This is an optimization exercise on Yosys and OpenROAD, whose aim is small area and a short achievable clock period, not a production implementation.
At most, simulation tests tie the RTL to the original design; equivalence was not proved.
Power is estimated from default activity; no workload was simulated.

## hdc1080_readings_to_ascii
module hdc1080_readings_to_ascii(
    i_clk, i_srst,
    i_display_temp, i_display_humid,
    i_hygro_op_mode, i_hygro_display_mode,
    o_txt_ascii_line1, o_txt_ascii_line2);
Size: roughly 1600 cells after synthesis.
==> flow/config.mk <==
export PLATFORM = sky130hd
export DESIGN_NAME = hdc1080_readings_to_ascii
export DESIGN_NICKNAME = hdc1080_readings_to_ascii
export VERILOG_FILES = /design/flow/design.v
export SDC_FILE = /design/flow/constraint.sdc
export NUM_CORES = 4
export LEC_CHECK = 0
export ABC_AREA = 1
export CAP_MARGIN = 10
export CORE_MARGIN = 2
export CORE_UTILIZATION = 40
export SLEW_MARGIN = 10
export SYNTH_HIERARCHICAL = 1
==> flow/constraint.sdc <==
create_clock -name core_clock -period 17.0 [get_ports {i_clk}]
set_input_delay 3.4000 -clock core_clock [delete_from_list [all_inputs] [get_ports {i_clk}]]
set_output_delay 3.4000 -clock core_clock [all_outputs]
set_load 0.01 [all_outputs]
standard.sh (not shown) runs the stock make flow with config.mk's settings and CLKGATE_MAP_FILE= SYNTH_SCRIPT=/design/flow/synth_recipe.tcl, a recipe that flattens the netlist after the stock synthesis.
==> flow/flow/run.sh <==
#!/bin/bash
# Standard layout (standard.sh, with config.mk's settings) with these changes:
#  - synthesis is the standard flow's script with ABC mapping by flow/abc.script (dc2
#    restructuring, then area-oriented mapping twice), and adders are left to
#    ABC (no full/half adder cell extraction),
#  - ports are buffered with sky130_fd_sc_hd__buf_1,
#  - constant outputs share one tie cell per value,
#  - repair_timing aims for 12.5 ns of setup slack.
set -euo pipefail
W=$PWD
export FLOW_ABC_SCRIPT=$W/flow/abc.script
bash standard.sh SYNTH_SCRIPT=$W/flow/synth.tcl ADDER_MAP_FILE= \
  'BUFFER_PORTS_ARGS=-buffer_cell sky130_fd_sc_hd__buf_1' \
  SETUP_SLACK_MARGIN=12.5 SKIP_REPAIR_TIE_FANOUT=1 finish > standard_flow.log 2>&1
==> flow/flow/abc.script <==
strash
dc2
dch
map -B 0.9
strash
dch
map -B 0.9
topo
stime -c
buffer -c
upsize -c
dnsize -c
==> flow/flow/synth.tcl <==
# The standard flow's synthesis script (synth_recipe.tcl), with ABC run on this flow's own
# mapping script (flow/abc.script) in place of ORFS's.
proc synth {args} { yosys synth -nofsm -noshare {*}$args }
proc abc {args} {
  set i [lsearch -exact $args -script]
  if {$i >= 0} { lset args [expr {$i + 1}] $::env(FLOW_ABC_SCRIPT) }
  yosys abc {*}$args
}
source $::env(SCRIPTS_DIR)/synth.tcl
# left out here: clear keep_hierarchy, flatten, clean up, hide names made inside functions, write 1_2_yosys.v
Then changed:
Settings changed: CAP_MARGIN 10 to 20, CORE_UTILIZATION 40 to 65, SLEW_MARGIN 10 to 20.
Outcome: The changed run finished with timing, DRC and antenna clean. Wire length shrinks by 1.6%. Hold slack degrades by 0.023 ns. Total power is lower by 1.4%. Synthesized cell count is unchanged. Utilization is higher by 25 points. Design area goes down by 1.9%. Final cell count shrinks by 7.3%. Setup slack gets worse by 0.031 ns. Clock skew drops by 0.0031 ns. Clock power shrinks by about 4%.
Then changed:
==> flow/flow/run.sh (replaced) <==
#!/bin/bash
# Standard layout (standard.sh, with config.mk's settings) with these changes:
#  - synthesis is the standard flow's script with ABC mapping by flow/abc.script (area
#    recovery under a delay target), and adders are left to ABC (no full/half
#    adder cell extraction),
#  - ports are buffered with sky130_fd_sc_hd__buf_1,
#  - constant outputs share one tie cell per value,
#  - repair_timing aims for 12.6 ns of setup slack.
set -euo pipefail
W=$PWD
export FLOW_ABC_SCRIPT=$W/flow/abc.script
bash standard.sh SYNTH_SCRIPT=$W/flow/synth.tcl ADDER_MAP_FILE= \
  'BUFFER_PORTS_ARGS=-buffer_cell sky130_fd_sc_hd__buf_1' \
  SETUP_SLACK_MARGIN=12.6 SKIP_REPAIR_TIE_FANOUT=1 finish > standard_flow.log 2>&1
Settings changed: CORE_UTILIZATION 65 to 40.
- The changed run completed without violations
- die area came out higher by 60%
- area after synthesis stays the same
- clock power grows by about 4%
- total power rises by 2.1%
- worst hold slack improved by 0.028 ns
- clock-buffer cell count stays the same
- setup slack gains 0.033 ns
- routed wire length rose by 5.0%
- cell area is higher by 4.9%
- fmax rose by 0.74%
- global-route usage shrinks by 9.9 points
Then changed:
==> flow/flow/run.sh (replaced) <==
#!/bin/bash
# Standard layout (standard.sh, with config.mk's settings) with these changes:
#  - synthesis leaves adders to ABC (no full/half adder cell extraction),
#  - ports are buffered with sky130_fd_sc_hd__buf_1,
#  - constant outputs share one tie cell per value,
#  - repair_timing aims for 12.5 ns of setup slack.
set -euo pipefail
bash standard.sh ADDER_MAP_FILE= 'BUFFER_PORTS_ARGS=-buffer_cell sky130_fd_sc_hd__buf_1' SETUP_SLACK_MARGIN=12.5 SKIP_REPAIR_TIE_FANOUT=1 finish > standard_flow.log 2>&1
Settings changed: CORE_UTILIZATION 40 to 65.
removed: flow/flow/abc.script
removed: flow/flow/synth.tcl
Effect: Sequential share of layout area rises by 0.84 points; total power came out higher slightly; worst setup slack degrades by 0.022 ns; sequential power hardly moves; routed wire length went down slightly; global-route usage went up by 11 points; cell area shrinks by a few percent; clock skew barely changes.


tundra:
The RTL this note starts from:
==> flow/design.v <==
module hdc1080_readings_to_ascii(
    i_clk, i_srst,
    i_display_temp, i_display_humid,
    i_hygro_op_mode, i_hygro_display_mode,
    o_txt_ascii_line1, o_txt_ascii_line2);
input wire i_clk;
input wire i_srst;
input wire [15:0] i_display_temp;
input wire [15:0] i_display_humid;
input wire [0:0] i_hygro_op_mode;
input wire [2:0] i_hygro_display_mode;
output reg [(16*8-1):0] o_txt_ascii_line1;
output reg [(16*8-1):0] o_txt_ascii_line2;
localparam [0:0] OP_POLL_HYGRO = 1;
localparam [2:0] DISP_BOTH_CELCIUS = 1;
localparam [2:0] DISP_BOTH_FARH = 2;
localparam [2:0] DISP_ONLY_TEMP_C = 3;
localparam [2:0] DISP_ONLY_TEMP_F = 4;
localparam [2:0] DISP_ONLY_HUMID = 5;
function automatic [7:0] ascii_of_hdigit(input [3:0] v);
    ascii_of_hdigit = (v < 4'd10) ? {4'h3, v} : (8'h37 + {4'h0, v});
endfunction
function automatic [3:0] dig(input [3:0] a, input [2:0] b);
    dig = a - {b, 1'b0} - {b[0], 3'b000};
endfunction
function automatic [11:0] bcd_9x(input [4:0] x);
    case (x)
        5'd0: bcd_9x = 12'h000;
        5'd1: bcd_9x = 12'h009;
        5'd2: bcd_9x = 12'h018;
        5'd3: bcd_9x = 12'h027;
        5'd4: bcd_9x = 12'h036;
        5'd5: bcd_9x = 12'h045;
        5'd6: bcd_9x = 12'h054;
        5'd7: bcd_9x = 12'h063;
        5'd8: bcd_9x = 12'h072;
        5'd9: bcd_9x = 12'h081;
        5'd10: bcd_9x = 12'h090;
        5'd11: bcd_9x = 12'h099;
        5'd12: bcd_9x = 12'h108;
        5'd13: bcd_9x = 12'h117;
        5'd14: bcd_9x = 12'h126;
        5'd15: bcd_9x = 12'h135;
        5'd16: bcd_9x = 12'h144;
        5'd17: bcd_9x = 12'h153;
        5'd18: bcd_9x = 12'h162;
        5'd19: bcd_9x = 12'h171;
        5'd20: bcd_9x = 12'h180;
        5'd21: bcd_9x = 12'h189;
        5'd22: bcd_9x = 12'h198;
        5'd23: bcd_9x = 12'h207;
        5'd24: bcd_9x = 12'h216;
        5'd25: bcd_9x = 12'h225;
        5'd26: bcd_9x = 12'h234;
        5'd27: bcd_9x = 12'h243;
        5'd28: bcd_9x = 12'h252;
        5'd29: bcd_9x = 12'h261;
        5'd30: bcd_9x = 12'h270;
        5'd31: bcd_9x = 12'h279;
        default: bcd_9x = 12'h000;
    endcase
endfunction
function automatic [3:0] neg_code(input [4:0] x);
    neg_code = (x == 5'd0 || x == 5'd10) ? 4'd0 : x[3:0] + 4'd6;
endfunction
function automatic [127:0] temp_line(input [3:0] d4, input [3:0] d3, input [3:0] d2,
                                     input [3:0] d1, input [3:0] d0, input [7:0] unit);
    temp_line = {
        8'h54, 8'h65, 8'h6D, 8'h70, 8'h20, 8'h3A, 8'h20,
        (d4 == 4'h0) ? 8'h20 : ascii_of_hdigit(d4),
        ((d4 == 4'h0) && (d3 == 4'h0)) ? 8'h20 : ascii_of_hdigit(d3),
        ascii_of_hdigit(d2), 8'h2E, ascii_of_hdigit(d1), ascii_of_hdigit(d0),
        8'h30, 8'h30, unit};
endfunction
reg [15:0] r_t;
reg [15:0] r_h;
always @(posedge i_clk) begin
    r_t <= i_display_temp;
    r_h <= i_display_humid;
end
wire [11:0] c_y    = r_t[11:0];
wire [14:0] c_p1   = {c_y, 2'b00} + c_y;                   
wire [13:0] c_p2   = {c_y, 4'h0} + {c_y, 3'b000} + c_y;     
wire [12:0] c_p3   = {c_y, 7'h00} - {c_y, 2'b00} + c_y;     
wire [3:0]  c_w2   = c_p1[14:11];
wire [3:0]  c_w1   = dig(c_p2[13:10], c_p1[13:11]);
wire [3:0]  c_w0   = dig(c_p3[12:9],  c_p2[12:10]);
wire        c_pos  = r_t[15] | r_t[14];
wire [3:0]  c_th   = r_t[15:12] - 4'd4;
wire        c_ge10 = (c_th >= 4'd10);
wire        c_k0 = (c_w0 >= 4'd2);
wire [3:0]  c_n0 = c_k0 ? c_w0 - 4'd2 : c_w0 + 4'd8;
wire        c_k1 = c_k0 && (c_w1 == 4'd9);
wire [3:0]  c_n1 = c_k1 ? 4'd0 : c_w1 + {3'b000, c_k0};
wire [4:0]  c_s2 = c_w2 + 5'd6 + c_k1;
wire        c_k2 = (c_s2 >= 5'd10);
wire [3:0]  c_n2 = c_k2 ? c_s2 - 5'd10 : c_s2[3:0];
wire [3:0]  c_d4 = c_pos ? {3'b000, c_ge10} : 4'd8;
wire [3:0]  c_d3 = c_pos ? (c_ge10 ? c_th - 4'd10 : c_th)
                         : (4'd4 + {2'b00, r_t[13:12]} + {3'b000, c_k2});
wire [3:0]  c_d2 = c_pos ? c_w2 : c_n2;
wire [3:0]  c_d1 = c_pos ? c_w1 : c_n1;
wire [3:0]  c_d0 = c_pos ? c_w0 : c_n0;
wire [14:0] f_p1 = {r_t[10:0], 3'b000} + r_t[10:0];            
wire [13:0] f_p2 = {r_t, 5'h00} + {r_t, 3'b000} + {r_t, 2'b00} + r_t;  
wire [12:0] f_p3 = {r_t, 8'h00} - {r_t, 5'h00} + r_t;          
wire [3:0]  f_k  = f_p1[14:11];
wire [2:0]  f_a  = r_t[13:11] + f_k[2:0];                     
wire [11:0] f_u  = bcd_9x(r_t[15:11]);
wire [4:0]  f_s2 = f_u[3:0] + f_k;
wire        f_c2 = (f_s2 >= 5'd10);
wire        f_c3 = f_c2 && (f_u[7:4] == 4'd9);
wire [3:0]  f_v4 = f_u[11:8] + {3'b000, f_c3};
wire [3:0]  f_v3 = f_c3 ? 4'd0 : f_u[7:4] + {3'b000, f_c2};
wire [3:0]  f_v2 = f_c2 ? f_s2 - 5'd10 : f_s2[3:0];
wire [3:0]  f_v1 = dig(f_p2[13:10], f_a);
wire [3:0]  f_v0 = dig(f_p3[12:9],  f_p2[12:10]);
wire        f_neg = (f_v4 == 4'd0) && (f_v3 < 4'd4);
wire        f_ge4 = (f_v3 >= 4'd4);
wire [3:0]  f_p4 = f_ge4 ? f_v4 : f_v4 - 4'd1;
wire [3:0]  f_p3d = f_ge4 ? f_v3 - 4'd4 : f_v3 + 4'd6;
wire        f_b0 = (f_v0 != 4'd0);
wire        f_b1 = f_b0 || (f_v1 != 4'd0);
wire        f_b2 = f_b1 || (f_v2 != 4'd0);
wire [3:0]  f_n3 = f_v3 + {3'b000, f_b2} - 4'd4;
wire [3:0]  f_d4 = f_neg ? 4'd0 : f_p4;
wire [3:0]  f_d3 = f_neg ? f_n3 : f_p3d;
wire [3:0]  f_d2 = f_neg ? neg_code(f_v2 + f_b1) : f_v2;
wire [3:0]  f_d1 = f_neg ? neg_code(f_v1 + f_b0) : f_v1;
wire [3:0]  f_d0 = f_neg ? neg_code({1'b0, f_v0}) : f_v0;
wire [18:0] h_p1 = {r_h, 2'b00} + r_h;                                
wire [17:0] h_p2 = {r_h, 4'h0} + {r_h, 3'b000} + r_h;                 
wire [16:0] h_p3 = {r_h, 7'h00} - {r_h, 2'b00} + r_h;                 
wire [15:0] h_p4 = {r_h, 9'h000} + {r_h, 7'h00} - {r_h, 4'h0} + r_h;  
wire [3:0]  h_d3 = h_p1[18:15];
wire [3:0]  h_d2 = dig(h_p2[17:14], h_p1[17:15]);
wire [3:0]  h_d1 = dig(h_p3[16:13], h_p2[16:14]);
wire [3:0]  h_d0 = dig(h_p4[15:12], h_p3[15:13]);
wire [(16*8-1):0] s_txt_ascii_line1_tempc = temp_line(c_d4, c_d3, c_d2, c_d1, c_d0, 8'h43);
wire [(16*8-1):0] s_txt_ascii_line1_tempf = temp_line(f_d4, f_d3, f_d2, f_d1, f_d0, 8'h46);
wire [(16*8-1):0] s_txt_ascii_line2_humidp = {
    8'h48, 8'h75, 8'h6D, 8'h69, 8'h64, 8'h3A, 8'h20, 8'h20,
    (h_d3 == 4'h0) ? 8'h20 : ascii_of_hdigit(h_d3),
    ascii_of_hdigit(h_d2), 8'h2E, ascii_of_hdigit(h_d1), ascii_of_hdigit(h_d0),
    8'h30, 8'h30, 8'h25};
localparam [(16*8-1):0] s_txt_ascii_line1_no_op      = "Idle. Enable    ";
localparam [(16*8-1):0] s_txt_ascii_line1_no_display = "Idle. Press     ";
localparam [(16*8-1):0] s_txt_ascii_line2_no_op      = "switch zero.    ";
localparam [(16*8-1):0] s_txt_ascii_line2_no_display = "a button.       ";
localparam [(16*8-1):0] s_txt_ascii_blank            = "                ";
always @(posedge i_clk)
begin: p_choose_line1
    if (i_hygro_op_mode != OP_POLL_HYGRO)
        o_txt_ascii_line1 <= s_txt_ascii_line1_no_op;
    else
        case (i_hygro_display_mode)
            DISP_BOTH_CELCIUS: o_txt_ascii_line1 <= s_txt_ascii_line1_tempc;
            DISP_ONLY_TEMP_C: o_txt_ascii_line1 <= s_txt_ascii_line1_tempc;
            DISP_BOTH_FARH: o_txt_ascii_line1 <= s_txt_ascii_line1_tempf;
            DISP_ONLY_TEMP_F: o_txt_ascii_line1 <= s_txt_ascii_line1_tempf;
            DISP_ONLY_HUMID: o_txt_ascii_line1 <= s_txt_ascii_blank;
            default: o_txt_ascii_line1 <= s_txt_ascii_line1_no_display;
        endcase
end
always @(posedge i_clk)
begin: p_choose_line2
    if (i_hygro_op_mode != OP_POLL_HYGRO)
        o_txt_ascii_line2 <= s_txt_ascii_line2_no_op;
    else
        case (i_hygro_display_mode)
            DISP_BOTH_CELCIUS: o_txt_ascii_line2 <= s_txt_ascii_line2_humidp;
            DISP_ONLY_TEMP_C: o_txt_ascii_line2 <= s_txt_ascii_blank;
            DISP_BOTH_FARH: o_txt_ascii_line2 <= s_txt_ascii_line2_humidp;
            DISP_ONLY_TEMP_F: o_txt_ascii_line2 <= s_txt_ascii_blank;
            DISP_ONLY_HUMID: o_txt_ascii_line2 <= s_txt_ascii_line2_humidp;
            default: o_txt_ascii_line2 <= s_txt_ascii_line2_no_display;
        endcase
end
endmodule
make LEC_CHECK=0 CAP_MARGIN=20 CORE_MARGIN=2 CORE_UTILIZATION=40 SLEW_MARGIN=20 finish   # period 17.0 ns
run.sh (not shown) runs the stock make flow with config.mk's settings and CLKGATE_MAP_FILE= SYNTH_SCRIPT=/design/flow/synth_recipe.tcl, a recipe that flattens the netlist after the stock synthesis.
Stock flow here: none of the scripts above is used.
> inputs changed (tundra -> zinc)
==> flow/flow/run.sh (new file) <==
#!/bin/bash
# Standard layout, with synthesis leaving adders to ABC (no full/half adder
# cell extraction).
set -euo pipefail
bash standard.sh ADDER_MAP_FILE= finish > standard_flow.log 2>&1
==> flow/standard.sh (new file) <==
#!/bin/bash
# synth_recipe.tcl (not shown) runs the flow's synth.tcl, then flattens the netlist and writes it again
# the make line also repeats each setting of config.mk as NAME=value (left out here)
make -C /OpenROAD-flow-scripts/flow DESIGN_CONFIG=/design/flow/config.mk WORK_HOME=/design/flow/orfs CLKGATE_MAP_FILE= SYNTH_SCRIPT=/design/flow/synth_recipe.tcl "${@:-finish}"
removed: flow/run.sh
## What came out
Commonest non-fill, non-tap cell in the layout = sky130_fd_sc_hd__clkdlybuf4s50_1: zinc; commonest non-fill, non-tap cell in the layout = sky130_fd_sc_hd__ha_1: tundra. Diff tundra -> zinc | hold slack | decrease of 0.26 ns. Re post-cts repair resize count: no difference whatsoever between tundra and zinc. Going from tundra to zinc, iteration count of the initial detailed-routing pass went down by 1, count of multi-input gates now sits higher, largest net degree at the start of global routing has increased, total power density per cell area lost about 33%. The run with more setup slack is zinc; tundra has less.
Function was not checked in any run of this note: the RTL went through the layout flow alone.

==> re-timing with driven ports <==
The results above use ideal ports. As a check the final layouts listed here were re-extracted and re-timed, cells and wires unchanged.
Step 1 assumes that a clkbuf_16 drives the clock port and a buf_2 every other input.
Step 2 adds t to the input delays and takes it off the output delays; t is the mean of the earliest and latest rising clock arrival at the registers after step 1. Input paths then give back, and output paths get back, about the clock's delay inside the block.
Slacks: ideal ports / drivers / drivers and shift; pairs: ideal ports / drivers.
| run | t (ns) | setup WS [ns] | worst hold slack (ns) | clock arrival spread, ns | worst slew at a driven data input, ns |
|---|---|---|---|---|---|
| the first run of note 1 | 0.401 | 12.576 / 12.528 / 12.289 | 0.616 / 0.616 / 0.616 | 0.015 / 0.014 | 0.06 |
| the second run of note 1 | 0.398 | 12.544 / 12.501 / 12.315 | 0.593 / 0.593 / 0.593 | 0.010 / 0.010 | 0.10 |
| the third run of note 1 | 0.403 | 12.577 / 12.530 / 12.319 | 0.621 / 0.621 / 0.621 | 0.014 / 0.014 | 0.06 |
| the fourth run of note 1 | 0.402 | 12.555 / 12.513 / 12.233 | 0.633 / 0.633 / 0.633 | 0.011 / 0.010 | 0.11 |
| tundra | 0.489 | 8.352 / 8.352 / 8.352 | 0.761 / 0.761 / 0.761 | 0.009 / 0.009 | 0.04 |
| zinc | 0.496 | 10.663 / 10.663 / 10.663 | 0.505 / 0.505 / 0.505 | 0.018 / 0.018 | 0.12 |
After both steps every run listed still meets setup and hold. For the fourth run of note 1, which loses most, drivers alone change the setup slack by -0.042 ns; drivers and shift together by -0.322 ns.
